Source: an optimization exercise on an open RTL-to-GDS flow (aim: small area and a short achievable clock period). Production flows keep margins and buffers that such runs may drop. In this exercise RTL edits were held to simulation tests only and were not proved equivalent to the original. Power figures rest on the tool's default switching activity, not on a simulated workload.

## flow/design.v (module list and top-level ports; edited modules follow where they fit)
// module pipeline_sum: 510 lines
module pipeline_sum (
    input clk,
    input [15:0] a, b,
    output [31:0] r
);
  // ...
==> flow/flow/run.sh <==
#!/bin/bash
set -euo pipefail
MARGIN=25.5
PLAT="$FLOW_HOME/platforms/sky130hd/config.mk"
BASE=$(sed -n '/^export DONT_USE_CELLS += /,/^#/p' "$PLAT" | grep -o 'sky130_fd_sc_hd__[a-z0-9_]*' | tr '\n' ' ')
EXTRA=""
for c in maj3_1 maj3_2 maj3_4 fa_1 fa_2 fa_4 fah_1 fahcin_1 fahcon_1 ha_1 ha_2 ha_4; do
  EXTRA="$EXTRA sky130_fd_sc_hd__$c"
done
bash standard.sh SETUP_SLACK_MARGIN=$MARGIN SETUP_MOVE_SEQUENCE=sizeup,swap SKIP_GATE_CLONING=1 \
  "BUFFER_PORTS_ARGS=-buffer_cell sky130_fd_sc_hd__buf_1" \
  "DONT_USE_CELLS=$BASE$EXTRA" finish > make_finish.log 2>&1
==> flow/standard.sh <==
#!/bin/bash
# synth_recipe.tcl (not shown) runs the flow's synth.tcl, then flattens the netlist and writes it again
# the make line also repeats each setting of config.mk as NAME=value (left out here)
make -C /OpenROAD-flow-scripts/flow DESIGN_CONFIG=/design/flow/config.mk WORK_HOME=/design/flow/orfs CLKGATE_MAP_FILE= SYNTH_SCRIPT=/design/flow/synth_recipe.tcl "${@:-finish}"
==> flow/config.mk <==
export PLATFORM = sky130hd
export DESIGN_NAME = pipeline_sum
export DESIGN_NICKNAME = pipeline_sum
export VERILOG_FILES = /design/flow/design.v
export SDC_FILE = /design/flow/constraint.sdc
export NUM_CORES = 4
export LEC_CHECK = 0
export ABC_AREA = 1
export CAP_MARGIN = 20
export CORE_MARGIN = 2
export CORE_UTILIZATION = 55
export SLEW_MARGIN = 20
==> flow/constraint.sdc <==
create_clock -name core_clock -period 36.0 [get_ports {clk}]
set_input_delay 7.2000 -clock core_clock [delete_from_list [all_inputs] [get_ports {clk}]]
set_output_delay 7.2000 -clock core_clock [all_outputs]
set_load 0.01 [all_outputs]
==> impl_results.md, run 1 <==
- Synth Register Bits: 111
- Cell area after placement: 11200 µm²
- Fraction of the mapped netlist area in simple logic gates: 41.3%
- Critical Path RT: 36260 ps
- Share of cells above drive strength 1: 11.0%
- Power Density: 34.0 nW/µm²
- Post-synthesis mux area share: 0.179%
- Clock group: 107 µW
- Layout Area Growth over Synthesis: 4.66%
- Outcome: finished clean
- Drt first pass iters: 5
- Fin area: 11700 µm²
- Post-CTS Hold Fix Bufs: 0
- Combinational power share: 35.7%
- Seq_cells: 111
- DR WL met2: 12.1 mm
- M1 WL: 12.7 mm
- Synth top area share: 19.9%
- Adder-Cell Fraction of Synth Area: 0%
- Clk pin slew, worst setup/hold paths: 90 ps
- Commonest cells after routing, fill and taps aside: nand2_1, inv_1, nor2_1
- Switching Share: 39.6%
- CTS resizes: 0
- Most frequent cells after synthesis: nand2_1, inv_1, nor2_1
- Final min period: 9800 ps
- Placed instance count: 2070
- Worst hold margin: 333 ps
- Area occupied by registers: 2240 µm²
- CTS Buffer Depth: 2
- Syn avg cell area: 6.21 µm²
- Area of the die: 21500 µm²
- Tapcells: 270
- Routed WL: 26.4 mm
- Chip Width: 146 µm
- P_seq: 149 µW
- Leak pwr: 5.85 nW
- Cell area after synthesis: 11200 µm²
- Number of flops mapped to enable cells by yosys: 0
- Non-CTS buffers: 54
- Crit-path max FO: 3
- Main combinational cell family by area after synthesis: simple AND/OR/NAND/NOR gates
- Slew headroom: 47.5%
- CTS tree: done
- Count of final max-slew check failures: 0
- Fillers: 2049
==> module pipeline_sum, before the edit <==
module pipeline_sum (
    input clk,
    input [15:0] a, b,
    output [31:0] r
);
  wire [0:0] s0_r15_t = a[15:15];
  wire s0_r15_hz = ~(|b[15:1]);
  wire [1:0] s0_r15_bo;
  assign s0_r15_bo[0] = 1'b0;
  assign s0_r15_bo[1] = (s0_r15_t[0] ^ b[0]) ? b[0] : s0_r15_bo[0];
  wire s0_r15_q = s0_r15_hz & ~s0_r15_bo[1];
  wire [0:0] s0_r15_d;
  assign s0_r15_d[0] = s0_r15_t[0] ^ (s0_r15_q & (b[0] ^ s0_r15_bo[0]));
  wire [15:0] s0_r15_ra = {s0_r15_d, a[14:0]};
  wire [1:0] s0_r14_t = s0_r15_ra[15:14];
  wire s0_r14_hz = ~(|b[15:2]);
  wire [2:0] s0_r14_bo;
  assign s0_r14_bo[0] = 1'b0;
  assign s0_r14_bo[1] = (s0_r14_t[0] ^ b[0]) ? b[0] : s0_r14_bo[0];
  assign s0_r14_bo[2] = (s0_r14_t[1] ^ b[1]) ? b[1] : s0_r14_bo[1];
  wire s0_r14_q = s0_r14_hz & ~s0_r14_bo[2];
  wire [1:0] s0_r14_d;
  assign s0_r14_d[0] = s0_r14_t[0] ^ (s0_r14_q & (b[0] ^ s0_r14_bo[0]));
  assign s0_r14_d[1] = s0_r14_t[1] ^ (s0_r14_q & (b[1] ^ s0_r14_bo[1]));
  wire [15:0] s0_r14_ra = {s0_r14_d, s0_r15_ra[13:0]};
  wire [2:0] s0_r13_t = s0_r14_ra[15:13];
  wire s0_r13_hz = ~(|b[15:3]);
  wire [3:0] s0_r13_bo;
  assign s0_r13_bo[0] = 1'b0;
  assign s0_r13_bo[1] = (s0_r13_t[0] ^ b[0]) ? b[0] : s0_r13_bo[0];
  assign s0_r13_bo[2] = (s0_r13_t[1] ^ b[1]) ? b[1] : s0_r13_bo[1];
  assign s0_r13_bo[3] = (s0_r13_t[2] ^ b[2]) ? b[2] : s0_r13_bo[2];
  wire s0_r13_q = s0_r13_hz & ~s0_r13_bo[3];
  wire [2:0] s0_r13_d;
  assign s0_r13_d[0] = s0_r13_t[0] ^ (s0_r13_q & (b[0] ^ s0_r13_bo[0]));
  assign s0_r13_d[1] = s0_r13_t[1] ^ (s0_r13_q & (b[1] ^ s0_r13_bo[1]));
  assign s0_r13_d[2] = s0_r13_t[2] ^ (s0_r13_q & (b[2] ^ s0_r13_bo[2]));
  wire [15:0] s0_r13_ra = {s0_r13_d, s0_r14_ra[12:0]};
  reg [15:0] ra_c1;
  reg [15:0] bb_c1;
  reg [2:0] ah_c1;
  reg q15_c1;
  reg q14_c1;
  reg q13_c1;
  always_ff @(posedge clk) begin
    ra_c1 <= s0_r13_ra;
    bb_c1 <= b;
    ah_c1 <= a[15:13];
    q15_c1 <= s0_r15_q;
    q14_c1 <= s0_r14_q;
    q13_c1 <= s0_r13_q;
  end
  wire [3:0] s1_r12_t = ra_c1[15:12];
  wire s1_r12_hz = ~(|bb_c1[15:4]);
  wire [4:0] s1_r12_bo;
  assign s1_r12_bo[0] = 1'b0;
  assign s1_r12_bo[1] = (s1_r12_t[0] ^ bb_c1[0]) ? bb_c1[0] : s1_r12_bo[0];
  assign s1_r12_bo[2] = (s1_r12_t[1] ^ bb_c1[1]) ? bb_c1[1] : s1_r12_bo[1];
  assign s1_r12_bo[3] = (s1_r12_t[2] ^ bb_c1[2]) ? bb_c1[2] : s1_r12_bo[2];
  assign s1_r12_bo[4] = (s1_r12_t[3] ^ bb_c1[3]) ? bb_c1[3] : s1_r12_bo[3];
  wire s1_r12_q = s1_r12_hz & ~s1_r12_bo[4];
  wire [3:0] s1_r12_d;
  assign s1_r12_d[0] = s1_r12_t[0] ^ (s1_r12_q & (bb_c1[0] ^ s1_r12_bo[0]));
  assign s1_r12_d[1] = s1_r12_t[1] ^ (s1_r12_q & (bb_c1[1] ^ s1_r12_bo[1]));
  assign s1_r12_d[2] = s1_r12_t[2] ^ (s1_r12_q & (bb_c1[2] ^ s1_r12_bo[2]));
  assign s1_r12_d[3] = s1_r12_t[3] ^ (s1_r12_q & (bb_c1[3] ^ s1_r12_bo[3]));
  wire [15:0] s1_r12_ra = {s1_r12_d, ra_c1[11:0]};
  wire [4:0] s1_r11_t = s1_r12_ra[15:11];
  wire s1_r11_hz = ~(|bb_c1[15:5]);
  wire [5:0] s1_r11_bo;
  assign s1_r11_bo[0] = 1'b0;
  assign s1_r11_bo[1] = (s1_r11_t[0] ^ bb_c1[0]) ? bb_c1[0] : s1_r11_bo[0];
  assign s1_r11_bo[2] = (s1_r11_t[1] ^ bb_c1[1]) ? bb_c1[1] : s1_r11_bo[1];
  assign s1_r11_bo[3] = (s1_r11_t[2] ^ bb_c1[2]) ? bb_c1[2] : s1_r11_bo[2];
  assign s1_r11_bo[4] = (s1_r11_t[3] ^ bb_c1[3]) ? bb_c1[3] : s1_r11_bo[3];
  assign s1_r11_bo[5] = (s1_r11_t[4] ^ bb_c1[4]) ? bb_c1[4] : s1_r11_bo[4];
  wire s1_r11_q = s1_r11_hz & ~s1_r11_bo[5];
  wire [4:0] s1_r11_d;
  assign s1_r11_d[0] = s1_r11_t[0] ^ (s1_r11_q & (bb_c1[0] ^ s1_r11_bo[0]));
  assign s1_r11_d[1] = s1_r11_t[1] ^ (s1_r11_q & (bb_c1[1] ^ s1_r11_bo[1]));
  assign s1_r11_d[2] = s1_r11_t[2] ^ (s1_r11_q & (bb_c1[2] ^ s1_r11_bo[2]));
  assign s1_r11_d[3] = s1_r11_t[3] ^ (s1_r11_q & (bb_c1[3] ^ s1_r11_bo[3]));
  assign s1_r11_d[4] = s1_r11_t[4] ^ (s1_r11_q & (bb_c1[4] ^ s1_r11_bo[4]));
  wire [15:0] s1_r11_ra = {s1_r11_d, s1_r12_ra[10:0]};
  wire [5:0] s1_r10_t = s1_r11_ra[15:10];
  wire s1_r10_hz = ~(|bb_c1[15:6]);
  wire [6:0] s1_r10_bo;
  assign s1_r10_bo[0] = 1'b0;
  assign s1_r10_bo[1] = (s1_r10_t[0] ^ bb_c1[0]) ? bb_c1[0] : s1_r10_bo[0];
  assign s1_r10_bo[2] = (s1_r10_t[1] ^ bb_c1[1]) ? bb_c1[1] : s1_r10_bo[1];
  assign s1_r10_bo[3] = (s1_r10_t[2] ^ bb_c1[2]) ? bb_c1[2] : s1_r10_bo[2];
  assign s1_r10_bo[4] = (s1_r10_t[3] ^ bb_c1[3]) ? bb_c1[3] : s1_r10_bo[3];
  assign s1_r10_bo[5] = (s1_r10_t[4] ^ bb_c1[4]) ? bb_c1[4] : s1_r10_bo[4];
  assign s1_r10_bo[6] = (s1_r10_t[5] ^ bb_c1[5]) ? bb_c1[5] : s1_r10_bo[5];
  wire s1_r10_q = s1_r10_hz & ~s1_r10_bo[6];
  wire [5:0] s1_r10_d;
  assign s1_r10_d[0] = s1_r10_t[0] ^ (s1_r10_q & (bb_c1[0] ^ s1_r10_bo[0]));
  assign s1_r10_d[1] = s1_r10_t[1] ^ (s1_r10_q & (bb_c1[1] ^ s1_r10_bo[1]));
  assign s1_r10_d[2] = s1_r10_t[2] ^ (s1_r10_q & (bb_c1[2] ^ s1_r10_bo[2]));
  assign s1_r10_d[3] = s1_r10_t[3] ^ (s1_r10_q & (bb_c1[3] ^ s1_r10_bo[3]));
  assign s1_r10_d[4] = s1_r10_t[4] ^ (s1_r10_q & (bb_c1[4] ^ s1_r10_bo[4]));
  assign s1_r10_d[5] = s1_r10_t[5] ^ (s1_r10_q & (bb_c1[5] ^ s1_r10_bo[5]));
  wire [15:0] s1_r10_ra = {s1_r10_d, s1_r11_ra[9:0]};
  wire [6:0] s1_r9_t = s1_r10_ra[15:9];
  wire s1_r9_hz = ~(|bb_c1[15:7]);
  wire [7:0] s1_r9_bo;
  assign s1_r9_bo[0] = 1'b0;
  assign s1_r9_bo[1] = (s1_r9_t[0] ^ bb_c1[0]) ? bb_c1[0] : s1_r9_bo[0];
  assign s1_r9_bo[2] = (s1_r9_t[1] ^ bb_c1[1]) ? bb_c1[1] : s1_r9_bo[1];
  assign s1_r9_bo[3] = (s1_r9_t[2] ^ bb_c1[2]) ? bb_c1[2] : s1_r9_bo[2];
  assign s1_r9_bo[4] = (s1_r9_t[3] ^ bb_c1[3]) ? bb_c1[3] : s1_r9_bo[3];
  assign s1_r9_bo[5] = (s1_r9_t[4] ^ bb_c1[4]) ? bb_c1[4] : s1_r9_bo[4];
  assign s1_r9_bo[6] = (s1_r9_t[5] ^ bb_c1[5]) ? bb_c1[5] : s1_r9_bo[5];
  assign s1_r9_bo[7] = (s1_r9_t[6] ^ bb_c1[6]) ? bb_c1[6] : s1_r9_bo[6];
  wire s1_r9_q = s1_r9_hz & ~s1_r9_bo[7];
  wire [6:0] s1_r9_d;
  assign s1_r9_d[0] = s1_r9_t[0] ^ (s1_r9_q & (bb_c1[0] ^ s1_r9_bo[0]));
  assign s1_r9_d[1] = s1_r9_t[1] ^ (s1_r9_q & (bb_c1[1] ^ s1_r9_bo[1]));
  assign s1_r9_d[2] = s1_r9_t[2] ^ (s1_r9_q & (bb_c1[2] ^ s1_r9_bo[2]));
  assign s1_r9_d[3] = s1_r9_t[3] ^ (s1_r9_q & (bb_c1[3] ^ s1_r9_bo[3]));
  assign s1_r9_d[4] = s1_r9_t[4] ^ (s1_r9_q & (bb_c1[4] ^ s1_r9_bo[4]));
  assign s1_r9_d[5] = s1_r9_t[5] ^ (s1_r9_q & (bb_c1[5] ^ s1_r9_bo[5]));
  assign s1_r9_d[6] = s1_r9_t[6] ^ (s1_r9_q & (bb_c1[6] ^ s1_r9_bo[6]));
  wire [15:0] s1_r9_ra = {s1_r9_d, s1_r10_ra[8:0]};
  wire [7:0] s1_r8_t = s1_r9_ra[15:8];
  wire s1_r8_hz = ~(|bb_c1[15:8]);
  wire [8:0] s1_r8_bo;
  assign s1_r8_bo[0] = 1'b0;
  assign s1_r8_bo[1] = (s1_r8_t[0] ^ bb_c1[0]) ? bb_c1[0] : s1_r8_bo[0];
  assign s1_r8_bo[2] = (s1_r8_t[1] ^ bb_c1[1]) ? bb_c1[1] : s1_r8_bo[1];
  assign s1_r8_bo[3] = (s1_r8_t[2] ^ bb_c1[2]) ? bb_c1[2] : s1_r8_bo[2];
  assign s1_r8_bo[4] = (s1_r8_t[3] ^ bb_c1[3]) ? bb_c1[3] : s1_r8_bo[3];
  assign s1_r8_bo[5] = (s1_r8_t[4] ^ bb_c1[4]) ? bb_c1[4] : s1_r8_bo[4];
  assign s1_r8_bo[6] = (s1_r8_t[5] ^ bb_c1[5]) ? bb_c1[5] : s1_r8_bo[5];
  assign s1_r8_bo[7] = (s1_r8_t[6] ^ bb_c1[6]) ? bb_c1[6] : s1_r8_bo[6];
  assign s1_r8_bo[8] = (s1_r8_t[7] ^ bb_c1[7]) ? bb_c1[7] : s1_r8_bo[7];
  wire s1_r8_q = s1_r8_hz & ~s1_r8_bo[8];
  wire [7:0] s1_r8_d;
  assign s1_r8_d[0] = s1_r8_t[0] ^ (s1_r8_q & (bb_c1[0] ^ s1_r8_bo[0]));
  assign s1_r8_d[1] = s1_r8_t[1] ^ (s1_r8_q & (bb_c1[1] ^ s1_r8_bo[1]));
  assign s1_r8_d[2] = s1_r8_t[2] ^ (s1_r8_q & (bb_c1[2] ^ s1_r8_bo[2]));
  assign s1_r8_d[3] = s1_r8_t[3] ^ (s1_r8_q & (bb_c1[3] ^ s1_r8_bo[3]));
  assign s1_r8_d[4] = s1_r8_t[4] ^ (s1_r8_q & (bb_c1[4] ^ s1_r8_bo[4]));
  assign s1_r8_d[5] = s1_r8_t[5] ^ (s1_r8_q & (bb_c1[5] ^ s1_r8_bo[5]));
  assign s1_r8_d[6] = s1_r8_t[6] ^ (s1_r8_q & (bb_c1[6] ^ s1_r8_bo[6]));
  assign s1_r8_d[7] = s1_r8_t[7] ^ (s1_r8_q & (bb_c1[7] ^ s1_r8_bo[7]));
  wire [15:0] s1_r8_ra = {s1_r8_d, s1_r9_ra[7:0]};
  wire [8:0] s1_r7_t = s1_r8_ra[15:7];
  wire s1_r7_hz = ~(|bb_c1[15:9]);
  wire [9:0] s1_r7_bo;
  assign s1_r7_bo[0] = 1'b0;
  assign s1_r7_bo[1] = (s1_r7_t[0] ^ bb_c1[0]) ? bb_c1[0] : s1_r7_bo[0];
  assign s1_r7_bo[2] = (s1_r7_t[1] ^ bb_c1[1]) ? bb_c1[1] : s1_r7_bo[1];
  assign s1_r7_bo[3] = (s1_r7_t[2] ^ bb_c1[2]) ? bb_c1[2] : s1_r7_bo[2];
  assign s1_r7_bo[4] = (s1_r7_t[3] ^ bb_c1[3]) ? bb_c1[3] : s1_r7_bo[3];
  assign s1_r7_bo[5] = (s1_r7_t[4] ^ bb_c1[4]) ? bb_c1[4] : s1_r7_bo[4];
  assign s1_r7_bo[6] = (s1_r7_t[5] ^ bb_c1[5]) ? bb_c1[5] : s1_r7_bo[5];
  assign s1_r7_bo[7] = (s1_r7_t[6] ^ bb_c1[6]) ? bb_c1[6] : s1_r7_bo[6];
  assign s1_r7_bo[8] = (s1_r7_t[7] ^ bb_c1[7]) ? bb_c1[7] : s1_r7_bo[7];
  assign s1_r7_bo[9] = (s1_r7_t[8] ^ bb_c1[8]) ? bb_c1[8] : s1_r7_bo[8];
  wire s1_r7_q = s1_r7_hz & ~s1_r7_bo[9];
  wire [8:0] s1_r7_d;
  assign s1_r7_d[0] = s1_r7_t[0] ^ (s1_r7_q & (bb_c1[0] ^ s1_r7_bo[0]));
  assign s1_r7_d[1] = s1_r7_t[1] ^ (s1_r7_q & (bb_c1[1] ^ s1_r7_bo[1]));
  assign s1_r7_d[2] = s1_r7_t[2] ^ (s1_r7_q & (bb_c1[2] ^ s1_r7_bo[2]));
  assign s1_r7_d[3] = s1_r7_t[3] ^ (s1_r7_q & (bb_c1[3] ^ s1_r7_bo[3]));
  assign s1_r7_d[4] = s1_r7_t[4] ^ (s1_r7_q & (bb_c1[4] ^ s1_r7_bo[4]));
  assign s1_r7_d[5] = s1_r7_t[5] ^ (s1_r7_q & (bb_c1[5] ^ s1_r7_bo[5]));
  assign s1_r7_d[6] = s1_r7_t[6] ^ (s1_r7_q & (bb_c1[6] ^ s1_r7_bo[6]));
  assign s1_r7_d[7] = s1_r7_t[7] ^ (s1_r7_q & (bb_c1[7] ^ s1_r7_bo[7]));
  assign s1_r7_d[8] = s1_r7_t[8] ^ (s1_r7_q & (bb_c1[8] ^ s1_r7_bo[8]));
  wire [15:0] s1_r7_ra = {s1_r7_d, s1_r8_ra[6:0]};
  wire [9:0] s1_r6_t = s1_r7_ra[15:6];
  wire s1_r6_hz = ~(|bb_c1[15:10]);
  wire [10:0] s1_r6_bo;
  assign s1_r6_bo[0] = 1'b0;
  assign s1_r6_bo[1] = (s1_r6_t[0] ^ bb_c1[0]) ? bb_c1[0] : s1_r6_bo[0];
  assign s1_r6_bo[2] = (s1_r6_t[1] ^ bb_c1[1]) ? bb_c1[1] : s1_r6_bo[1];
  assign s1_r6_bo[3] = (s1_r6_t[2] ^ bb_c1[2]) ? bb_c1[2] : s1_r6_bo[2];
  assign s1_r6_bo[4] = (s1_r6_t[3] ^ bb_c1[3]) ? bb_c1[3] : s1_r6_bo[3];
  assign s1_r6_bo[5] = (s1_r6_t[4] ^ bb_c1[4]) ? bb_c1[4] : s1_r6_bo[4];
  assign s1_r6_bo[6] = (s1_r6_t[5] ^ bb_c1[5]) ? bb_c1[5] : s1_r6_bo[5];
  assign s1_r6_bo[7] = (s1_r6_t[6] ^ bb_c1[6]) ? bb_c1[6] : s1_r6_bo[6];
  assign s1_r6_bo[8] = (s1_r6_t[7] ^ bb_c1[7]) ? bb_c1[7] : s1_r6_bo[7];
  assign s1_r6_bo[9] = (s1_r6_t[8] ^ bb_c1[8]) ? bb_c1[8] : s1_r6_bo[8];
  assign s1_r6_bo[10] = (s1_r6_t[9] ^ bb_c1[9]) ? bb_c1[9] : s1_r6_bo[9];
  wire s1_r6_q = s1_r6_hz & ~s1_r6_bo[10];
  wire [9:0] s1_r6_d;
  assign s1_r6_d[0] = s1_r6_t[0] ^ (s1_r6_q & (bb_c1[0] ^ s1_r6_bo[0]));
  assign s1_r6_d[1] = s1_r6_t[1] ^ (s1_r6_q & (bb_c1[1] ^ s1_r6_bo[1]));
  assign s1_r6_d[2] = s1_r6_t[2] ^ (s1_r6_q & (bb_c1[2] ^ s1_r6_bo[2]));
  assign s1_r6_d[3] = s1_r6_t[3] ^ (s1_r6_q & (bb_c1[3] ^ s1_r6_bo[3]));
  assign s1_r6_d[4] = s1_r6_t[4] ^ (s1_r6_q & (bb_c1[4] ^ s1_r6_bo[4]));
  assign s1_r6_d[5] = s1_r6_t[5] ^ (s1_r6_q & (bb_c1[5] ^ s1_r6_bo[5]));
  assign s1_r6_d[6] = s1_r6_t[6] ^ (s1_r6_q & (bb_c1[6] ^ s1_r6_bo[6]));
  assign s1_r6_d[7] = s1_r6_t[7] ^ (s1_r6_q & (bb_c1[7] ^ s1_r6_bo[7]));
  assign s1_r6_d[8] = s1_r6_t[8] ^ (s1_r6_q & (bb_c1[8] ^ s1_r6_bo[8]));
  assign s1_r6_d[9] = s1_r6_t[9] ^ (s1_r6_q & (bb_c1[9] ^ s1_r6_bo[9]));
  wire [15:0] s1_r6_ra = {s1_r6_d, s1_r7_ra[5:0]};
  wire [10:0] s1_r5_t = s1_r6_ra[15:5];
  wire s1_r5_hz = ~(|bb_c1[15:11]);
  wire [11:0] s1_r5_bo;
  assign s1_r5_bo[0] = 1'b0;
  assign s1_r5_bo[1] = (s1_r5_t[0] ^ bb_c1[0]) ? bb_c1[0] : s1_r5_bo[0];
  assign s1_r5_bo[2] = (s1_r5_t[1] ^ bb_c1[1]) ? bb_c1[1] : s1_r5_bo[1];
  assign s1_r5_bo[3] = (s1_r5_t[2] ^ bb_c1[2]) ? bb_c1[2] : s1_r5_bo[2];
  assign s1_r5_bo[4] = (s1_r5_t[3] ^ bb_c1[3]) ? bb_c1[3] : s1_r5_bo[3];
  assign s1_r5_bo[5] = (s1_r5_t[4] ^ bb_c1[4]) ? bb_c1[4] : s1_r5_bo[4];
  assign s1_r5_bo[6] = (s1_r5_t[5] ^ bb_c1[5]) ? bb_c1[5] : s1_r5_bo[5];
  assign s1_r5_bo[7] = (s1_r5_t[6] ^ bb_c1[6]) ? bb_c1[6] : s1_r5_bo[6];
  assign s1_r5_bo[8] = (s1_r5_t[7] ^ bb_c1[7]) ? bb_c1[7] : s1_r5_bo[7];
  assign s1_r5_bo[9] = (s1_r5_t[8] ^ bb_c1[8]) ? bb_c1[8] : s1_r5_bo[8];
  assign s1_r5_bo[10] = (s1_r5_t[9] ^ bb_c1[9]) ? bb_c1[9] : s1_r5_bo[9];
  assign s1_r5_bo[11] = (s1_r5_t[10] ^ bb_c1[10]) ? bb_c1[10] : s1_r5_bo[10];
  wire s1_r5_q = s1_r5_hz & ~s1_r5_bo[11];
  wire [10:0] s1_r5_d;
  assign s1_r5_d[0] = s1_r5_t[0] ^ (s1_r5_q & (bb_c1[0] ^ s1_r5_bo[0]));
  assign s1_r5_d[1] = s1_r5_t[1] ^ (s1_r5_q & (bb_c1[1] ^ s1_r5_bo[1]));
  assign s1_r5_d[2] = s1_r5_t[2] ^ (s1_r5_q & (bb_c1[2] ^ s1_r5_bo[2]));
  assign s1_r5_d[3] = s1_r5_t[3] ^ (s1_r5_q & (bb_c1[3] ^ s1_r5_bo[3]));
  assign s1_r5_d[4] = s1_r5_t[4] ^ (s1_r5_q & (bb_c1[4] ^ s1_r5_bo[4]));
  assign s1_r5_d[5] = s1_r5_t[5] ^ (s1_r5_q & (bb_c1[5] ^ s1_r5_bo[5]));
  assign s1_r5_d[6] = s1_r5_t[6] ^ (s1_r5_q & (bb_c1[6] ^ s1_r5_bo[6]));
  assign s1_r5_d[7] = s1_r5_t[7] ^ (s1_r5_q & (bb_c1[7] ^ s1_r5_bo[7]));
  assign s1_r5_d[8] = s1_r5_t[8] ^ (s1_r5_q & (bb_c1[8] ^ s1_r5_bo[8]));
  assign s1_r5_d[9] = s1_r5_t[9] ^ (s1_r5_q & (bb_c1[9] ^ s1_r5_bo[9]));
  assign s1_r5_d[10] = s1_r5_t[10] ^ (s1_r5_q & (bb_c1[10] ^ s1_r5_bo[10]));
  wire [15:0] s1_r5_ra = {s1_r5_d, s1_r6_ra[4:0]};
  reg [15:0] ra_c2;
  reg [15:0] bb_c2;
  reg [10:0] ah_c2;
  reg q15_c2;
  reg q14_c2;
  reg q13_c2;
  reg q12_c2;
  reg q11_c2;
  reg q10_c2;
  reg q9_c2;
  reg q8_c2;
  reg q7_c2;
  reg q6_c2;
  reg q5_c2;
  always_ff @(posedge clk) begin
    ra_c2 <= s1_r5_ra;
    bb_c2 <= bb_c1;
    ah_c2 <= {ah_c1, ra_c1[12:5]};
    q15_c2 <= q15_c1;
    q14_c2 <= q14_c1;
    q13_c2 <= q13_c1;
    q12_c2 <= s1_r12_q;
    q11_c2 <= s1_r11_q;
    q10_c2 <= s1_r10_q;
    q9_c2 <= s1_r9_q;
    q8_c2 <= s1_r8_q;
    q7_c2 <= s1_r7_q;
    q6_c2 <= s1_r6_q;
    q5_c2 <= s1_r5_q;
  end
  wire [15:0] xa = {ah_c2, ra_c2[4:0]};
  wire [15:0] sh = (bb_c2[15:4] == 12'd0) ? (xa << bb_c2[3:0]) : 16'd0;
  wire [17:0] xs = {2'b0, xa | bb_c2} + {2'b0, xa ^ bb_c2} + {2'b0, sh};
  wire [17:0] ym2 = xs + {1'b0, 1'b0, q15_c2, q14_c2, q13_c2, q12_c2, q11_c2, q10_c2, q9_c2, q8_c2, q7_c2, q6_c2, q5_c2, 1'b0, 1'b0, 1'b0, 1'b0, 1'b0};
  wire [11:0] s2_r4_t = ra_c2[15:4];
  wire s2_r4_hz = ~(|bb_c2[15:12]);
  wire [12:0] s2_r4_bo;
  assign s2_r4_bo[0] = 1'b0;
  assign s2_r4_bo[1] = (s2_r4_t[0] ^ bb_c2[0]) ? bb_c2[0] : s2_r4_bo[0];
  assign s2_r4_bo[2] = (s2_r4_t[1] ^ bb_c2[1]) ? bb_c2[1] : s2_r4_bo[1];
  assign s2_r4_bo[3] = (s2_r4_t[2] ^ bb_c2[2]) ? bb_c2[2] : s2_r4_bo[2];
  assign s2_r4_bo[4] = (s2_r4_t[3] ^ bb_c2[3]) ? bb_c2[3] : s2_r4_bo[3];
  assign s2_r4_bo[5] = (s2_r4_t[4] ^ bb_c2[4]) ? bb_c2[4] : s2_r4_bo[4];
  assign s2_r4_bo[6] = (s2_r4_t[5] ^ bb_c2[5]) ? bb_c2[5] : s2_r4_bo[5];
  assign s2_r4_bo[7] = (s2_r4_t[6] ^ bb_c2[6]) ? bb_c2[6] : s2_r4_bo[6];
  assign s2_r4_bo[8] = (s2_r4_t[7] ^ bb_c2[7]) ? bb_c2[7] : s2_r4_bo[7];
  assign s2_r4_bo[9] = (s2_r4_t[8] ^ bb_c2[8]) ? bb_c2[8] : s2_r4_bo[8];
  assign s2_r4_bo[10] = (s2_r4_t[9] ^ bb_c2[9]) ? bb_c2[9] : s2_r4_bo[9];
  assign s2_r4_bo[11] = (s2_r4_t[10] ^ bb_c2[10]) ? bb_c2[10] : s2_r4_bo[10];
  assign s2_r4_bo[12] = (s2_r4_t[11] ^ bb_c2[11]) ? bb_c2[11] : s2_r4_bo[11];
  wire [12:6] s2_r4_s_gu;
  assign s2_r4_s_gu[6] = 1'b0;
  assign s2_r4_s_gu[7] = (s2_r4_t[6] ^ bb_c2[6]) ? bb_c2[6] : s2_r4_s_gu[6];
  assign s2_r4_s_gu[8] = (s2_r4_t[7] ^ bb_c2[7]) ? bb_c2[7] : s2_r4_s_gu[7];
  assign s2_r4_s_gu[9] = (s2_r4_t[8] ^ bb_c2[8]) ? bb_c2[8] : s2_r4_s_gu[8];
  assign s2_r4_s_gu[10] = (s2_r4_t[9] ^ bb_c2[9]) ? bb_c2[9] : s2_r4_s_gu[9];
  assign s2_r4_s_gu[11] = (s2_r4_t[10] ^ bb_c2[10]) ? bb_c2[10] : s2_r4_s_gu[10];
  assign s2_r4_s_gu[12] = (s2_r4_t[11] ^ bb_c2[11]) ? bb_c2[11] : s2_r4_s_gu[11];
  wire s2_r4_s_pu = ~(|(s2_r4_t[11:6] ^ {bb_c2[11], bb_c2[10], bb_c2[9], bb_c2[8], bb_c2[7], bb_c2[6]}));
  wire s2_r4_bf = s2_r4_s_gu[12] | (s2_r4_s_pu & s2_r4_bo[6]);
  wire s2_r4_q = s2_r4_hz & ~s2_r4_bf;
  wire [11:0] s2_r4_d;
  assign s2_r4_d[0] = s2_r4_t[0] ^ (s2_r4_q & (bb_c2[0] ^ s2_r4_bo[0]));
  assign s2_r4_d[1] = s2_r4_t[1] ^ (s2_r4_q & (bb_c2[1] ^ s2_r4_bo[1]));
  assign s2_r4_d[2] = s2_r4_t[2] ^ (s2_r4_q & (bb_c2[2] ^ s2_r4_bo[2]));
  assign s2_r4_d[3] = s2_r4_t[3] ^ (s2_r4_q & (bb_c2[3] ^ s2_r4_bo[3]));
  assign s2_r4_d[4] = s2_r4_t[4] ^ (s2_r4_q & (bb_c2[4] ^ s2_r4_bo[4]));
  assign s2_r4_d[5] = s2_r4_t[5] ^ (s2_r4_q & (bb_c2[5] ^ s2_r4_bo[5]));
  assign s2_r4_d[6] = s2_r4_t[6] ^ (s2_r4_q & (bb_c2[6] ^ s2_r4_bo[6]));
  assign s2_r4_d[7] = s2_r4_t[7] ^ (s2_r4_q & (bb_c2[7] ^ s2_r4_bo[7]));
  assign s2_r4_d[8] = s2_r4_t[8] ^ (s2_r4_q & (bb_c2[8] ^ s2_r4_bo[8]));
  assign s2_r4_d[9] = s2_r4_t[9] ^ (s2_r4_q & (bb_c2[9] ^ s2_r4_bo[9]));
  assign s2_r4_d[10] = s2_r4_t[10] ^ (s2_r4_q & (bb_c2[10] ^ s2_r4_bo[10]));
  assign s2_r4_d[11] = s2_r4_t[11] ^ (s2_r4_q & (bb_c2[11] ^ s2_r4_bo[11]));
  wire [15:0] s2_r4_ra = {s2_r4_d, ra_c2[3:0]};
  wire [12:0] s2_r3_t = s2_r4_ra[15:3];
  wire s2_r3_hz = ~(|bb_c2[15:13]);
  wire [13:0] s2_r3_bo;
  assign s2_r3_bo[0] = 1'b0;
  assign s2_r3_bo[1] = (s2_r3_t[0] ^ bb_c2[0]) ? bb_c2[0] : s2_r3_bo[0];
  assign s2_r3_bo[2] = (s2_r3_t[1] ^ bb_c2[1]) ? bb_c2[1] : s2_r3_bo[1];
  assign s2_r3_bo[3] = (s2_r3_t[2] ^ bb_c2[2]) ? bb_c2[2] : s2_r3_bo[2];
  assign s2_r3_bo[4] = (s2_r3_t[3] ^ bb_c2[3]) ? bb_c2[3] : s2_r3_bo[3];
  assign s2_r3_bo[5] = (s2_r3_t[4] ^ bb_c2[4]) ? bb_c2[4] : s2_r3_bo[4];
  assign s2_r3_bo[6] = (s2_r3_t[5] ^ bb_c2[5]) ? bb_c2[5] : s2_r3_bo[5];
  assign s2_r3_bo[7] = (s2_r3_t[6] ^ bb_c2[6]) ? bb_c2[6] : s2_r3_bo[6];
  assign s2_r3_bo[8] = (s2_r3_t[7] ^ bb_c2[7]) ? bb_c2[7] : s2_r3_bo[7];
  assign s2_r3_bo[9] = (s2_r3_t[8] ^ bb_c2[8]) ? bb_c2[8] : s2_r3_bo[8];
  assign s2_r3_bo[10] = (s2_r3_t[9] ^ bb_c2[9]) ? bb_c2[9] : s2_r3_bo[9];
  assign s2_r3_bo[11] = (s2_r3_t[10] ^ bb_c2[10]) ? bb_c2[10] : s2_r3_bo[10];
  assign s2_r3_bo[12] = (s2_r3_t[11] ^ bb_c2[11]) ? bb_c2[11] : s2_r3_bo[11];
  assign s2_r3_bo[13] = (s2_r3_t[12] ^ bb_c2[12]) ? bb_c2[12] : s2_r3_bo[12];
  wire [13:6] s2_r3_s_gu;
  assign s2_r3_s_gu[6] = 1'b0;
  assign s2_r3_s_gu[7] = (s2_r3_t[6] ^ bb_c2[6]) ? bb_c2[6] : s2_r3_s_gu[6];
  assign s2_r3_s_gu[8] = (s2_r3_t[7] ^ bb_c2[7]) ? bb_c2[7] : s2_r3_s_gu[7];
  assign s2_r3_s_gu[9] = (s2_r3_t[8] ^ bb_c2[8]) ? bb_c2[8] : s2_r3_s_gu[8];
  assign s2_r3_s_gu[10] = (s2_r3_t[9] ^ bb_c2[9]) ? bb_c2[9] : s2_r3_s_gu[9];
  assign s2_r3_s_gu[11] = (s2_r3_t[10] ^ bb_c2[10]) ? bb_c2[10] : s2_r3_s_gu[10];
  assign s2_r3_s_gu[12] = (s2_r3_t[11] ^ bb_c2[11]) ? bb_c2[11] : s2_r3_s_gu[11];
  assign s2_r3_s_gu[13] = (s2_r3_t[12] ^ bb_c2[12]) ? bb_c2[12] : s2_r3_s_gu[12];
  wire s2_r3_s_pu = ~(|(s2_r3_t[12:6] ^ {bb_c2[12], bb_c2[11], bb_c2[10], bb_c2[9], bb_c2[8], bb_c2[7], bb_c2[6]}));
  wire s2_r3_bf = s2_r3_s_gu[13] | (s2_r3_s_pu & s2_r3_bo[6]);
  wire s2_r3_q = s2_r3_hz & ~s2_r3_bf;
  wire [12:0] s2_r3_d;
  assign s2_r3_d[0] = s2_r3_t[0] ^ (s2_r3_q & (bb_c2[0] ^ s2_r3_bo[0]));
  assign s2_r3_d[1] = s2_r3_t[1] ^ (s2_r3_q & (bb_c2[1] ^ s2_r3_bo[1]));
  assign s2_r3_d[2] = s2_r3_t[2] ^ (s2_r3_q & (bb_c2[2] ^ s2_r3_bo[2]));
  assign s2_r3_d[3] = s2_r3_t[3] ^ (s2_r3_q & (bb_c2[3] ^ s2_r3_bo[3]));
  assign s2_r3_d[4] = s2_r3_t[4] ^ (s2_r3_q & (bb_c2[4] ^ s2_r3_bo[4]));
  assign s2_r3_d[5] = s2_r3_t[5] ^ (s2_r3_q & (bb_c2[5] ^ s2_r3_bo[5]));
  assign s2_r3_d[6] = s2_r3_t[6] ^ (s2_r3_q & (bb_c2[6] ^ s2_r3_bo[6]));
  assign s2_r3_d[7] = s2_r3_t[7] ^ (s2_r3_q & (bb_c2[7] ^ s2_r3_bo[7]));
  assign s2_r3_d[8] = s2_r3_t[8] ^ (s2_r3_q & (bb_c2[8] ^ s2_r3_bo[8]));
  assign s2_r3_d[9] = s2_r3_t[9] ^ (s2_r3_q & (bb_c2[9] ^ s2_r3_bo[9]));
  assign s2_r3_d[10] = s2_r3_t[10] ^ (s2_r3_q & (bb_c2[10] ^ s2_r3_bo[10]));
  assign s2_r3_d[11] = s2_r3_t[11] ^ (s2_r3_q & (bb_c2[11] ^ s2_r3_bo[11]));
  assign s2_r3_d[12] = s2_r3_t[12] ^ (s2_r3_q & (bb_c2[12] ^ s2_r3_bo[12]));
  wire [15:0] s2_r3_ra = {s2_r3_d, s2_r4_ra[2:0]};
  wire [13:0] s2_r2_t = s2_r3_ra[15:2];
  wire s2_r2_hz = ~(|bb_c2[15:14]);
  wire [14:0] s2_r2_bo;
  assign s2_r2_bo[0] = 1'b0;
  assign s2_r2_bo[1] = (s2_r2_t[0] ^ bb_c2[0]) ? bb_c2[0] : s2_r2_bo[0];
  assign s2_r2_bo[2] = (s2_r2_t[1] ^ bb_c2[1]) ? bb_c2[1] : s2_r2_bo[1];
  assign s2_r2_bo[3] = (s2_r2_t[2] ^ bb_c2[2]) ? bb_c2[2] : s2_r2_bo[2];
  assign s2_r2_bo[4] = (s2_r2_t[3] ^ bb_c2[3]) ? bb_c2[3] : s2_r2_bo[3];
  assign s2_r2_bo[5] = (s2_r2_t[4] ^ bb_c2[4]) ? bb_c2[4] : s2_r2_bo[4];
  assign s2_r2_bo[6] = (s2_r2_t[5] ^ bb_c2[5]) ? bb_c2[5] : s2_r2_bo[5];
  assign s2_r2_bo[7] = (s2_r2_t[6] ^ bb_c2[6]) ? bb_c2[6] : s2_r2_bo[6];
  assign s2_r2_bo[8] = (s2_r2_t[7] ^ bb_c2[7]) ? bb_c2[7] : s2_r2_bo[7];
  assign s2_r2_bo[9] = (s2_r2_t[8] ^ bb_c2[8]) ? bb_c2[8] : s2_r2_bo[8];
  assign s2_r2_bo[10] = (s2_r2_t[9] ^ bb_c2[9]) ? bb_c2[9] : s2_r2_bo[9];
  assign s2_r2_bo[11] = (s2_r2_t[10] ^ bb_c2[10]) ? bb_c2[10] : s2_r2_bo[10];
  assign s2_r2_bo[12] = (s2_r2_t[11] ^ bb_c2[11]) ? bb_c2[11] : s2_r2_bo[11];
  assign s2_r2_bo[13] = (s2_r2_t[12] ^ bb_c2[12]) ? bb_c2[12] : s2_r2_bo[12];
  assign s2_r2_bo[14] = (s2_r2_t[13] ^ bb_c2[13]) ? bb_c2[13] : s2_r2_bo[13];
  wire [14:7] s2_r2_s_gu;
  assign s2_r2_s_gu[7] = 1'b0;
  assign s2_r2_s_gu[8] = (s2_r2_t[7] ^ bb_c2[7]) ? bb_c2[7] : s2_r2_s_gu[7];
  assign s2_r2_s_gu[9] = (s2_r2_t[8] ^ bb_c2[8]) ? bb_c2[8] : s2_r2_s_gu[8];
  assign s2_r2_s_gu[10] = (s2_r2_t[9] ^ bb_c2[9]) ? bb_c2[9] : s2_r2_s_gu[9];
  assign s2_r2_s_gu[11] = (s2_r2_t[10] ^ bb_c2[10]) ? bb_c2[10] : s2_r2_s_gu[10];
  assign s2_r2_s_gu[12] = (s2_r2_t[11] ^ bb_c2[11]) ? bb_c2[11] : s2_r2_s_gu[11];
  assign s2_r2_s_gu[13] = (s2_r2_t[12] ^ bb_c2[12]) ? bb_c2[12] : s2_r2_s_gu[12];
  assign s2_r2_s_gu[14] = (s2_r2_t[13] ^ bb_c2[13]) ? bb_c2[13] : s2_r2_s_gu[13];
  wire s2_r2_s_pu = ~(|(s2_r2_t[13:7] ^ {bb_c2[13], bb_c2[12], bb_c2[11], bb_c2[10], bb_c2[9], bb_c2[8], bb_c2[7]}));
  wire s2_r2_bf = s2_r2_s_gu[14] | (s2_r2_s_pu & s2_r2_bo[7]);
  wire s2_r2_q = s2_r2_hz & ~s2_r2_bf;
  wire [13:0] s2_r2_d;
  assign s2_r2_d[0] = s2_r2_t[0] ^ (s2_r2_q & (bb_c2[0] ^ s2_r2_bo[0]));
  assign s2_r2_d[1] = s2_r2_t[1] ^ (s2_r2_q & (bb_c2[1] ^ s2_r2_bo[1]));
  assign s2_r2_d[2] = s2_r2_t[2] ^ (s2_r2_q & (bb_c2[2] ^ s2_r2_bo[2]));
  assign s2_r2_d[3] = s2_r2_t[3] ^ (s2_r2_q & (bb_c2[3] ^ s2_r2_bo[3]));
  assign s2_r2_d[4] = s2_r2_t[4] ^ (s2_r2_q & (bb_c2[4] ^ s2_r2_bo[4]));
  assign s2_r2_d[5] = s2_r2_t[5] ^ (s2_r2_q & (bb_c2[5] ^ s2_r2_bo[5]));
  assign s2_r2_d[6] = s2_r2_t[6] ^ (s2_r2_q & (bb_c2[6] ^ s2_r2_bo[6]));
  assign s2_r2_d[7] = s2_r2_t[7] ^ (s2_r2_q & (bb_c2[7] ^ s2_r2_bo[7]));
  assign s2_r2_d[8] = s2_r2_t[8] ^ (s2_r2_q & (bb_c2[8] ^ s2_r2_bo[8]));
  assign s2_r2_d[9] = s2_r2_t[9] ^ (s2_r2_q & (bb_c2[9] ^ s2_r2_bo[9]));
  assign s2_r2_d[10] = s2_r2_t[10] ^ (s2_r2_q & (bb_c2[10] ^ s2_r2_bo[10]));
  assign s2_r2_d[11] = s2_r2_t[11] ^ (s2_r2_q & (bb_c2[11] ^ s2_r2_bo[11]));
  assign s2_r2_d[12] = s2_r2_t[12] ^ (s2_r2_q & (bb_c2[12] ^ s2_r2_bo[12]));
  assign s2_r2_d[13] = s2_r2_t[13] ^ (s2_r2_q & (bb_c2[13] ^ s2_r2_bo[13]));
  wire [15:0] s2_r2_ra = {s2_r2_d, s2_r3_ra[1:0]};
  wire [15:0] s2_x4_t = s2_r2_ra;
  wire [17:0] s2_x4_b1 = {2'b0, bb_c2};
  wire [17:0] s2_x4_b2 = {1'b0, bb_c2, 1'b0};
  wire [17:0] s2_x4_b3 = s2_x4_b1 + s2_x4_b2;
  wire [16:0] s2_x4_c1;
  assign s2_x4_c1[0] = 1'b0;
  assign s2_x4_c1[1] = (s2_x4_t[0] ^ s2_x4_b1[0]) ? s2_x4_b1[0] : s2_x4_c1[0];
  assign s2_x4_c1[2] = (s2_x4_t[1] ^ s2_x4_b1[1]) ? s2_x4_b1[1] : s2_x4_c1[1];
  assign s2_x4_c1[3] = (s2_x4_t[2] ^ s2_x4_b1[2]) ? s2_x4_b1[2] : s2_x4_c1[2];
  assign s2_x4_c1[4] = (s2_x4_t[3] ^ s2_x4_b1[3]) ? s2_x4_b1[3] : s2_x4_c1[3];
  assign s2_x4_c1[5] = (s2_x4_t[4] ^ s2_x4_b1[4]) ? s2_x4_b1[4] : s2_x4_c1[4];
  assign s2_x4_c1[6] = (s2_x4_t[5] ^ s2_x4_b1[5]) ? s2_x4_b1[5] : s2_x4_c1[5];
  assign s2_x4_c1[7] = (s2_x4_t[6] ^ s2_x4_b1[6]) ? s2_x4_b1[6] : s2_x4_c1[6];
  assign s2_x4_c1[8] = (s2_x4_t[7] ^ s2_x4_b1[7]) ? s2_x4_b1[7] : s2_x4_c1[7];
  assign s2_x4_c1[9] = (s2_x4_t[8] ^ s2_x4_b1[8]) ? s2_x4_b1[8] : s2_x4_c1[8];
  assign s2_x4_c1[10] = (s2_x4_t[9] ^ s2_x4_b1[9]) ? s2_x4_b1[9] : s2_x4_c1[9];
  assign s2_x4_c1[11] = (s2_x4_t[10] ^ s2_x4_b1[10]) ? s2_x4_b1[10] : s2_x4_c1[10];
  assign s2_x4_c1[12] = (s2_x4_t[11] ^ s2_x4_b1[11]) ? s2_x4_b1[11] : s2_x4_c1[11];
  assign s2_x4_c1[13] = (s2_x4_t[12] ^ s2_x4_b1[12]) ? s2_x4_b1[12] : s2_x4_c1[12];
  assign s2_x4_c1[14] = (s2_x4_t[13] ^ s2_x4_b1[13]) ? s2_x4_b1[13] : s2_x4_c1[13];
  assign s2_x4_c1[15] = (s2_x4_t[14] ^ s2_x4_b1[14]) ? s2_x4_b1[14] : s2_x4_c1[14];
  assign s2_x4_c1[16] = (s2_x4_t[15] ^ s2_x4_b1[15]) ? s2_x4_b1[15] : s2_x4_c1[15];
  wire [16:8] s2_x4_k1_gu;
  assign s2_x4_k1_gu[8] = 1'b0;
  assign s2_x4_k1_gu[9] = (s2_x4_t[8] ^ s2_x4_b1[8]) ? s2_x4_b1[8] : s2_x4_k1_gu[8];
  assign s2_x4_k1_gu[10] = (s2_x4_t[9] ^ s2_x4_b1[9]) ? s2_x4_b1[9] : s2_x4_k1_gu[9];
  assign s2_x4_k1_gu[11] = (s2_x4_t[10] ^ s2_x4_b1[10]) ? s2_x4_b1[10] : s2_x4_k1_gu[10];
  assign s2_x4_k1_gu[12] = (s2_x4_t[11] ^ s2_x4_b1[11]) ? s2_x4_b1[11] : s2_x4_k1_gu[11];
  assign s2_x4_k1_gu[13] = (s2_x4_t[12] ^ s2_x4_b1[12]) ? s2_x4_b1[12] : s2_x4_k1_gu[12];
  assign s2_x4_k1_gu[14] = (s2_x4_t[13] ^ s2_x4_b1[13]) ? s2_x4_b1[13] : s2_x4_k1_gu[13];
  assign s2_x4_k1_gu[15] = (s2_x4_t[14] ^ s2_x4_b1[14]) ? s2_x4_b1[14] : s2_x4_k1_gu[14];
  assign s2_x4_k1_gu[16] = (s2_x4_t[15] ^ s2_x4_b1[15]) ? s2_x4_b1[15] : s2_x4_k1_gu[15];
  wire s2_x4_k1_pu = ~(|(s2_x4_t[15:8] ^ {s2_x4_b1[15], s2_x4_b1[14], s2_x4_b1[13], s2_x4_b1[12], s2_x4_b1[11], s2_x4_b1[10], s2_x4_b1[9], s2_x4_b1[8]}));
  wire s2_x4_ge1 = ~(|s2_x4_b1[17:16]) & ~(s2_x4_k1_gu[16] | (s2_x4_k1_pu & s2_x4_c1[8]));
  wire [16:0] s2_x4_c2;
  assign s2_x4_c2[0] = 1'b0;
  assign s2_x4_c2[1] = (s2_x4_t[0] ^ s2_x4_b2[0]) ? s2_x4_b2[0] : s2_x4_c2[0];
  assign s2_x4_c2[2] = (s2_x4_t[1] ^ s2_x4_b2[1]) ? s2_x4_b2[1] : s2_x4_c2[1];
  assign s2_x4_c2[3] = (s2_x4_t[2] ^ s2_x4_b2[2]) ? s2_x4_b2[2] : s2_x4_c2[2];
  assign s2_x4_c2[4] = (s2_x4_t[3] ^ s2_x4_b2[3]) ? s2_x4_b2[3] : s2_x4_c2[3];
  assign s2_x4_c2[5] = (s2_x4_t[4] ^ s2_x4_b2[4]) ? s2_x4_b2[4] : s2_x4_c2[4];
  assign s2_x4_c2[6] = (s2_x4_t[5] ^ s2_x4_b2[5]) ? s2_x4_b2[5] : s2_x4_c2[5];
  assign s2_x4_c2[7] = (s2_x4_t[6] ^ s2_x4_b2[6]) ? s2_x4_b2[6] : s2_x4_c2[6];
  assign s2_x4_c2[8] = (s2_x4_t[7] ^ s2_x4_b2[7]) ? s2_x4_b2[7] : s2_x4_c2[7];
  assign s2_x4_c2[9] = (s2_x4_t[8] ^ s2_x4_b2[8]) ? s2_x4_b2[8] : s2_x4_c2[8];
  assign s2_x4_c2[10] = (s2_x4_t[9] ^ s2_x4_b2[9]) ? s2_x4_b2[9] : s2_x4_c2[9];
  assign s2_x4_c2[11] = (s2_x4_t[10] ^ s2_x4_b2[10]) ? s2_x4_b2[10] : s2_x4_c2[10];
  assign s2_x4_c2[12] = (s2_x4_t[11] ^ s2_x4_b2[11]) ? s2_x4_b2[11] : s2_x4_c2[11];
  assign s2_x4_c2[13] = (s2_x4_t[12] ^ s2_x4_b2[12]) ? s2_x4_b2[12] : s2_x4_c2[12];
  assign s2_x4_c2[14] = (s2_x4_t[13] ^ s2_x4_b2[13]) ? s2_x4_b2[13] : s2_x4_c2[13];
  assign s2_x4_c2[15] = (s2_x4_t[14] ^ s2_x4_b2[14]) ? s2_x4_b2[14] : s2_x4_c2[14];
  assign s2_x4_c2[16] = (s2_x4_t[15] ^ s2_x4_b2[15]) ? s2_x4_b2[15] : s2_x4_c2[15];
  wire [16:8] s2_x4_k2_gu;
  assign s2_x4_k2_gu[8] = 1'b0;
  assign s2_x4_k2_gu[9] = (s2_x4_t[8] ^ s2_x4_b2[8]) ? s2_x4_b2[8] : s2_x4_k2_gu[8];
  assign s2_x4_k2_gu[10] = (s2_x4_t[9] ^ s2_x4_b2[9]) ? s2_x4_b2[9] : s2_x4_k2_gu[9];
  assign s2_x4_k2_gu[11] = (s2_x4_t[10] ^ s2_x4_b2[10]) ? s2_x4_b2[10] : s2_x4_k2_gu[10];
  assign s2_x4_k2_gu[12] = (s2_x4_t[11] ^ s2_x4_b2[11]) ? s2_x4_b2[11] : s2_x4_k2_gu[11];
  assign s2_x4_k2_gu[13] = (s2_x4_t[12] ^ s2_x4_b2[12]) ? s2_x4_b2[12] : s2_x4_k2_gu[12];
  assign s2_x4_k2_gu[14] = (s2_x4_t[13] ^ s2_x4_b2[13]) ? s2_x4_b2[13] : s2_x4_k2_gu[13];
  assign s2_x4_k2_gu[15] = (s2_x4_t[14] ^ s2_x4_b2[14]) ? s2_x4_b2[14] : s2_x4_k2_gu[14];
  assign s2_x4_k2_gu[16] = (s2_x4_t[15] ^ s2_x4_b2[15]) ? s2_x4_b2[15] : s2_x4_k2_gu[15];
  wire s2_x4_k2_pu = ~(|(s2_x4_t[15:8] ^ {s2_x4_b2[15], s2_x4_b2[14], s2_x4_b2[13], s2_x4_b2[12], s2_x4_b2[11], s2_x4_b2[10], s2_x4_b2[9], s2_x4_b2[8]}));
  wire s2_x4_ge2 = ~(|s2_x4_b2[17:16]) & ~(s2_x4_k2_gu[16] | (s2_x4_k2_pu & s2_x4_c2[8]));
  wire [16:0] s2_x4_c3;
  assign s2_x4_c3[0] = 1'b0;
  assign s2_x4_c3[1] = (s2_x4_t[0] ^ s2_x4_b3[0]) ? s2_x4_b3[0] : s2_x4_c3[0];
  assign s2_x4_c3[2] = (s2_x4_t[1] ^ s2_x4_b3[1]) ? s2_x4_b3[1] : s2_x4_c3[1];
  assign s2_x4_c3[3] = (s2_x4_t[2] ^ s2_x4_b3[2]) ? s2_x4_b3[2] : s2_x4_c3[2];
  assign s2_x4_c3[4] = (s2_x4_t[3] ^ s2_x4_b3[3]) ? s2_x4_b3[3] : s2_x4_c3[3];
  assign s2_x4_c3[5] = (s2_x4_t[4] ^ s2_x4_b3[4]) ? s2_x4_b3[4] : s2_x4_c3[4];
  assign s2_x4_c3[6] = (s2_x4_t[5] ^ s2_x4_b3[5]) ? s2_x4_b3[5] : s2_x4_c3[5];
  assign s2_x4_c3[7] = (s2_x4_t[6] ^ s2_x4_b3[6]) ? s2_x4_b3[6] : s2_x4_c3[6];
  assign s2_x4_c3[8] = (s2_x4_t[7] ^ s2_x4_b3[7]) ? s2_x4_b3[7] : s2_x4_c3[7];
  assign s2_x4_c3[9] = (s2_x4_t[8] ^ s2_x4_b3[8]) ? s2_x4_b3[8] : s2_x4_c3[8];
  assign s2_x4_c3[10] = (s2_x4_t[9] ^ s2_x4_b3[9]) ? s2_x4_b3[9] : s2_x4_c3[9];
  assign s2_x4_c3[11] = (s2_x4_t[10] ^ s2_x4_b3[10]) ? s2_x4_b3[10] : s2_x4_c3[10];
  assign s2_x4_c3[12] = (s2_x4_t[11] ^ s2_x4_b3[11]) ? s2_x4_b3[11] : s2_x4_c3[11];
  assign s2_x4_c3[13] = (s2_x4_t[12] ^ s2_x4_b3[12]) ? s2_x4_b3[12] : s2_x4_c3[12];
  assign s2_x4_c3[14] = (s2_x4_t[13] ^ s2_x4_b3[13]) ? s2_x4_b3[13] : s2_x4_c3[13];
  assign s2_x4_c3[15] = (s2_x4_t[14] ^ s2_x4_b3[14]) ? s2_x4_b3[14] : s2_x4_c3[14];
  assign s2_x4_c3[16] = (s2_x4_t[15] ^ s2_x4_b3[15]) ? s2_x4_b3[15] : s2_x4_c3[15];
  wire [16:8] s2_x4_k3_gu;
  assign s2_x4_k3_gu[8] = 1'b0;
  assign s2_x4_k3_gu[9] = (s2_x4_t[8] ^ s2_x4_b3[8]) ? s2_x4_b3[8] : s2_x4_k3_gu[8];
  assign s2_x4_k3_gu[10] = (s2_x4_t[9] ^ s2_x4_b3[9]) ? s2_x4_b3[9] : s2_x4_k3_gu[9];
  assign s2_x4_k3_gu[11] = (s2_x4_t[10] ^ s2_x4_b3[10]) ? s2_x4_b3[10] : s2_x4_k3_gu[10];
  assign s2_x4_k3_gu[12] = (s2_x4_t[11] ^ s2_x4_b3[11]) ? s2_x4_b3[11] : s2_x4_k3_gu[11];
  assign s2_x4_k3_gu[13] = (s2_x4_t[12] ^ s2_x4_b3[12]) ? s2_x4_b3[12] : s2_x4_k3_gu[12];
  assign s2_x4_k3_gu[14] = (s2_x4_t[13] ^ s2_x4_b3[13]) ? s2_x4_b3[13] : s2_x4_k3_gu[13];
  assign s2_x4_k3_gu[15] = (s2_x4_t[14] ^ s2_x4_b3[14]) ? s2_x4_b3[14] : s2_x4_k3_gu[14];
  assign s2_x4_k3_gu[16] = (s2_x4_t[15] ^ s2_x4_b3[15]) ? s2_x4_b3[15] : s2_x4_k3_gu[15];
  wire s2_x4_k3_pu = ~(|(s2_x4_t[15:8] ^ {s2_x4_b3[15], s2_x4_b3[14], s2_x4_b3[13], s2_x4_b3[12], s2_x4_b3[11], s2_x4_b3[10], s2_x4_b3[9], s2_x4_b3[8]}));
  wire s2_x4_ge3 = ~(|s2_x4_b3[17:16]) & ~(s2_x4_k3_gu[16] | (s2_x4_k3_pu & s2_x4_c3[8]));
  wire s2_x4_q1 = s2_x4_ge2;
  wire s2_x4_q0 = s2_x4_q1 ? s2_x4_ge3 : s2_x4_ge1;
  wire [6:0] ml = {1'b0, ym2[5:0]} + {1'b0, 1'b0, s2_r4_q, s2_r3_q, s2_r2_q, 1'b0, 1'b0};
  wire lc1 = ml[0] & s2_x4_q0;
  wire lc2 = (ml[1] & s2_x4_q1) | ((ml[1] | s2_x4_q1) & lc1);
  wire [6:0] lo7;
  assign lo7[0] = ml[0] ^ s2_x4_q0;
  assign lo7[1] = ml[1] ^ s2_x4_q1 ^ lc1;
  assign lo7[2] = ml[2] ^ (lc2 & (1'b1));
  assign lo7[3] = ml[3] ^ (lc2 & (&ml[2:2]));
  assign lo7[4] = ml[4] ^ (lc2 & (&ml[3:2]));
  assign lo7[5] = ml[5] ^ (lc2 & (&ml[4:2]));
  assign lo7[6] = ml[6] ^ (lc2 & (&ml[5:2]));
  wire [11:0] h0 = ym2[17:6];
  reg [6:0] lo_c3;
  reg [11:0] hi_c3;
  always_ff @(posedge clk) begin
    lo_c3 <= lo7;
    hi_c3 <= h0;
  end
  wire [11:0] hs = hi_c3 + {11'd0, lo_c3[6]};
  assign r = {14'd0, hs, lo_c3[5:0]};
endmodule
==> run 2: changes to the inputs <==
--- a/flow/design.v
+++ b/flow/design.v
@@ -489,6 +489,6 @@
   wire s2_x4_q0 = s2_x4_q1 ? s2_x4_ge3 : s2_x4_ge1;
-  wire [6:0] ml = {1'b0, ym2[5:0]} + {1'b0, 1'b0, s2_r4_q, s2_r3_q, s2_r2_q, 1'b0, 1'b0};
+  wire [8:0] ml = {1'b0, ym2[7:0]} + {1'b0, 1'b0, 1'b0, 1'b0, s2_r4_q, s2_r3_q, s2_r2_q, 1'b0, 1'b0};
   wire lc1 = ml[0] & s2_x4_q0;
   wire lc2 = (ml[1] & s2_x4_q1) | ((ml[1] | s2_x4_q1) & lc1);
-  wire [6:0] lo7;
+  wire [8:0] lo7;
   assign lo7[0] = ml[0] ^ s2_x4_q0;
@@ -500,5 +500,7 @@
   assign lo7[6] = ml[6] ^ (lc2 & (&ml[5:2]));
-  wire [11:0] h0 = ym2[17:6];
-  reg [6:0] lo_c3;
-  reg [11:0] hi_c3;
+  assign lo7[7] = ml[7] ^ (lc2 & (&ml[6:2]));
+  assign lo7[8] = ml[8] ^ (lc2 & (&ml[7:2]));
+  wire [9:0] h0 = ym2[17:8];
+  reg [8:0] lo_c3;
+  reg [9:0] hi_c3;
   always_ff @(posedge clk) begin
@@ -507,4 +509,4 @@
   end
-  wire [11:0] hs = hi_c3 + {11'd0, lo_c3[6]};
-  assign r = {14'd0, hs, lo_c3[5:0]};
+  wire [9:0] hs = hi_c3 + {9'd0, lo_c3[8]};
+  assign r = {14'd0, hs, lo_c3[7:0]};
 endmodule
==> run 2 against run 1 <==
Effect of this change: still clean on timing, DRC and antenna; combinational power grew 5%; critical path depth shrank 2; count of clock-buffer cells in the layout grew 1; largest cell class unchanged; largest power group is now combinational cells.
==> impl_results.md, run 2 <==
- Outcome: finished clean
- Unrepaired setup endpoints after global routing: false
- Crit. End Element: flop
- CTS Root Cell: clkbuf_16
- Leak pwr: 5.90 nW (+0.82%)
- Crit-path max FO: 3 (unchanged)
- Slowest-stage cell, CP: nor4_1
- Async SR Flop Fraction: 0%
- Chip height: 146 µm
- Core Util, Final: 58.4%
- Maxcap violations: 0
- Number of global-route vias before repair: 9682
- Worst Min Path Start: ah_c1[2]
- I/O pins: 65
- Placed instance count: 2088 (+0.87%)
- Clock Latency Late Sink: 360 ps
- Via count: 10800
- Worst path most repeated cell: nand2_1
- DP Worst Slack: 26000 ps
- Top-count cell post-synth: nand2_1
- 1st-iter DRT viols: 669
- Number of diodes: 0
- Endpoints failing setup: 0
- Worst min path class: flop to flop
- Post-CTS Setup Bufs: 0
- Chip Width: 146 µm (about the same)
- Crit. Startpoint: b[10]
- Fin Setup TNS: 0 ps
- Worst Tran Pin Value: 803 ps
- Synth Register Bits: 111 (unchanged)
- Most used DFF post-synth: dfxtp_1
- Clock sinks: 111
- Setup Skew: 13.0 ps
- Clk pin slew, worst setup/hold paths: 80 ps (about the same)
- Final min period: 9620 ps (-180 ps)
- Cell area after synthesis: 11200 µm² (about the same)
- Fin nets: 1862
- CP Data Arrival Time: 9870 ps
- R2R Path Start: bb_c1[0]
- Slew headroom: 46.4% (-1.1 points)
- Drt first pass iters: 5 (unchanged)
- Worst hold margin: 331 ps (-1.83 ps)
- Post-CTS Hold Fix Bufs: 0 (unchanged)
- DRC errors left: 0
- Share of cells above drive strength 1: 10.3% (-0.71 points)
- CTS Buffer Depth: 2 (unchanged)
- Core area: 20100 µm²
- CTS Buf Count: 9
- GRT Residual Overflow: 0
- Count of final max-slew check failures: 0 (unchanged)
- Initial antenna violation count: 0
- Maximum clock frequency: 104 MHz
- Power Density: 34.9 nW/µm² (+2.4%)
- Commonest cells after routing, fill and taps aside: nand2_1, inv_1, nor2_1
- Fillers: 2064 (+0.73%)
- ANT nets after route: 0
- Critical Path RT: 36250 ps (about the same)
- Largest net degree at the start of global routing: 27
- Mapped Cells: 1814
- Crit-path cells: buf_1 -> nor4_1 -> nand4_1 -> nor2_1 -> nand2_1 -> o21ai_0 -> a21boi_0 -> nand2_1 -> nand2_1 -> a21oi_1 -> inv_1 -> a21o_1 -> o21ba_2 -> nand3b_1 -> xor2_1
- HPWL Detailed: 23.0 mm
- Fin area: 11700 µm² (+0.50%)
- Seq/Total Area, Yosys: 19.9%
- Final Hold Fails: 0
- Gr usage total: 26.5%
- Most frequent cells after synthesis: nand2_1, inv_1, nor2_1
- Syn avg cell area: 6.16 µm² (-0.84%)
- Drt via density: 5.13
- Worst Setup Start Kind: input pin
- Placer Congestion: 0.919
- Final period util: 26.7%
- Cell Rows: 52
- Synth top area share: 19.9% (about the same)
- Area of the die: 21500 µm² (about the same)
- Starting Density: 55.5%
- Power, Total: 410 µW
- Critical path class: input pin to flop
- Commonest non-fill, non-tap cell in the layout: nand2_1
- Layout Area Growth over Synthesis: 5.14%
- First-pass GRT wire length: 46.5 mm
- Main area contributors after synthesis: dfxtp_1, nand2_1, xor2_1
- H-Tree Level Count: 3
- CTS tree: done
- Synth Warn #: 1
- Number of flops mapped to enable cells by yosys: 0 (unchanged)
- Synth unique cells: 65
- Area leader, netlist: dfxtp_1
- IR drop worst, VDD: 0.0243 mV
- Routed WL: 28.1 mm (+6.2%)
- DR WL/cell: 13.3 µm
- Finished Layout Cells: 2104
- Worst path max stage delay: 640 ps
- Cell area after placement: 11400 µm² (+1.3%)
- Final Worst Setup Slack: 26380 ps
- Port Buffers: 50
## run 2: cell types whose count changed after synthesis, moves of 5 or more
cell and delta:
nand2_4 +6, nor3_1 -5, nand3_1 +10, clkbuf_8 -12, nand2_1 +9, o221ai_1 -5, xnor2_1 +7, o211ai_1 +9
a21oi_1 +5, nand3_2 -6, inv_2 +8, nand3_4 +5, nor2_1 -11, clkbuf_1 +8
## run 2: final cells by class
class                   count  area (µm²)  area share, %
multi-input cells        1400        7630           65.0
flip-flops and latches    111        2230           19.0
inverters                 251         971           8.27
well taps                 270         338           2.88
repair buffers             56         233           1.98
clock buffers              10         229           1.95
clock inverters             6         108          0.916
## run 2: metal layers
metal / up-vias / share of wire, % / global-route usage [%]
met5: - / 0 / 0
met4: 0 / 2.3 / 8.30
met3: 36 / 4.4 / 3.19
met2: 245 / 46 / 44.7
met1: 4781 / 47 / 35.4
li1: 5734 / - / -
## run 2: cell families after synthesis
kind of cell,synth area share [%]
other,0.0336
and+or+nand+nor,41.9
DFF,19.9
buffers and inverters,12.3
AOI/OAI and AO/OA,11.0
muxes,0.179
xor gates and xnor gates,14.7
## run 2: final timing paths
path                    end  slack [ps]  depth (start not counted)
hold reg to reg   ah_c2[10]         330                          0
setup reg to reg  ra_c2[12]       26500                         86
hold / removal    ah_c2[10]         330                          0
setup / recovery  ra_c1[14]       26380                         15
## run 2: report_power, final
group,switching (mW),total [mW],internal [mW],leakage [nW]
Combinational,0.0952,0.149,0.0541,4.81
Clock,0.0500,0.113,0.0630,0.164
Sequential,0.0120,0.147,0.135,0.931
Total,0.157,0.410,0.252,5.90
## run 2: repair_timing
action	4_1_cts	5_1_grt
endpoints found under the hold margin	0	0
setup endpoints to repair	0	20
gates resized for setup	0	10
## run 2: worst max-delay path, delay by kind of cell
kind                      cells  cell delay [ps]
xor gates and xnor gates      1              150
and+or+nand+nor               7             1460
AOI/OAI and AO/OA             5              890
buffers and inverters         2              150

afterwards: timing with drivers on the ports:
In the flow no input, the clock included, has a driving cell. The finished layouts below were timed again as built, in two steps.
Step 1, drivers: a clkbuf_16 drives clk and a buf_2 each remaining input, both assumed.
Step 2, shift: input delay + t, output delay - t, t = (earliest + latest rising clock arrival at the registers) / 2. This alone moves slack from input paths to output paths.
a / b / c = ideal / step 1 / step 2; a / b = the first two.
run | t (ns) | slack for setup (ns) | worst setup path at the end | worst data-port slew with drivers (ns)
run 1 | 0.406 | 26.201 / 26.227 / 25.820 | input to register | 0.04
run 2 | 0.396 | 26.381 / 26.402 / 26.007 | input to register | 0.03
After both steps setup and hold are still met in every run listed. The setup slack of run 1, which loses most, moves by +0.026 ns with the drivers and by -0.381 ns with both steps.
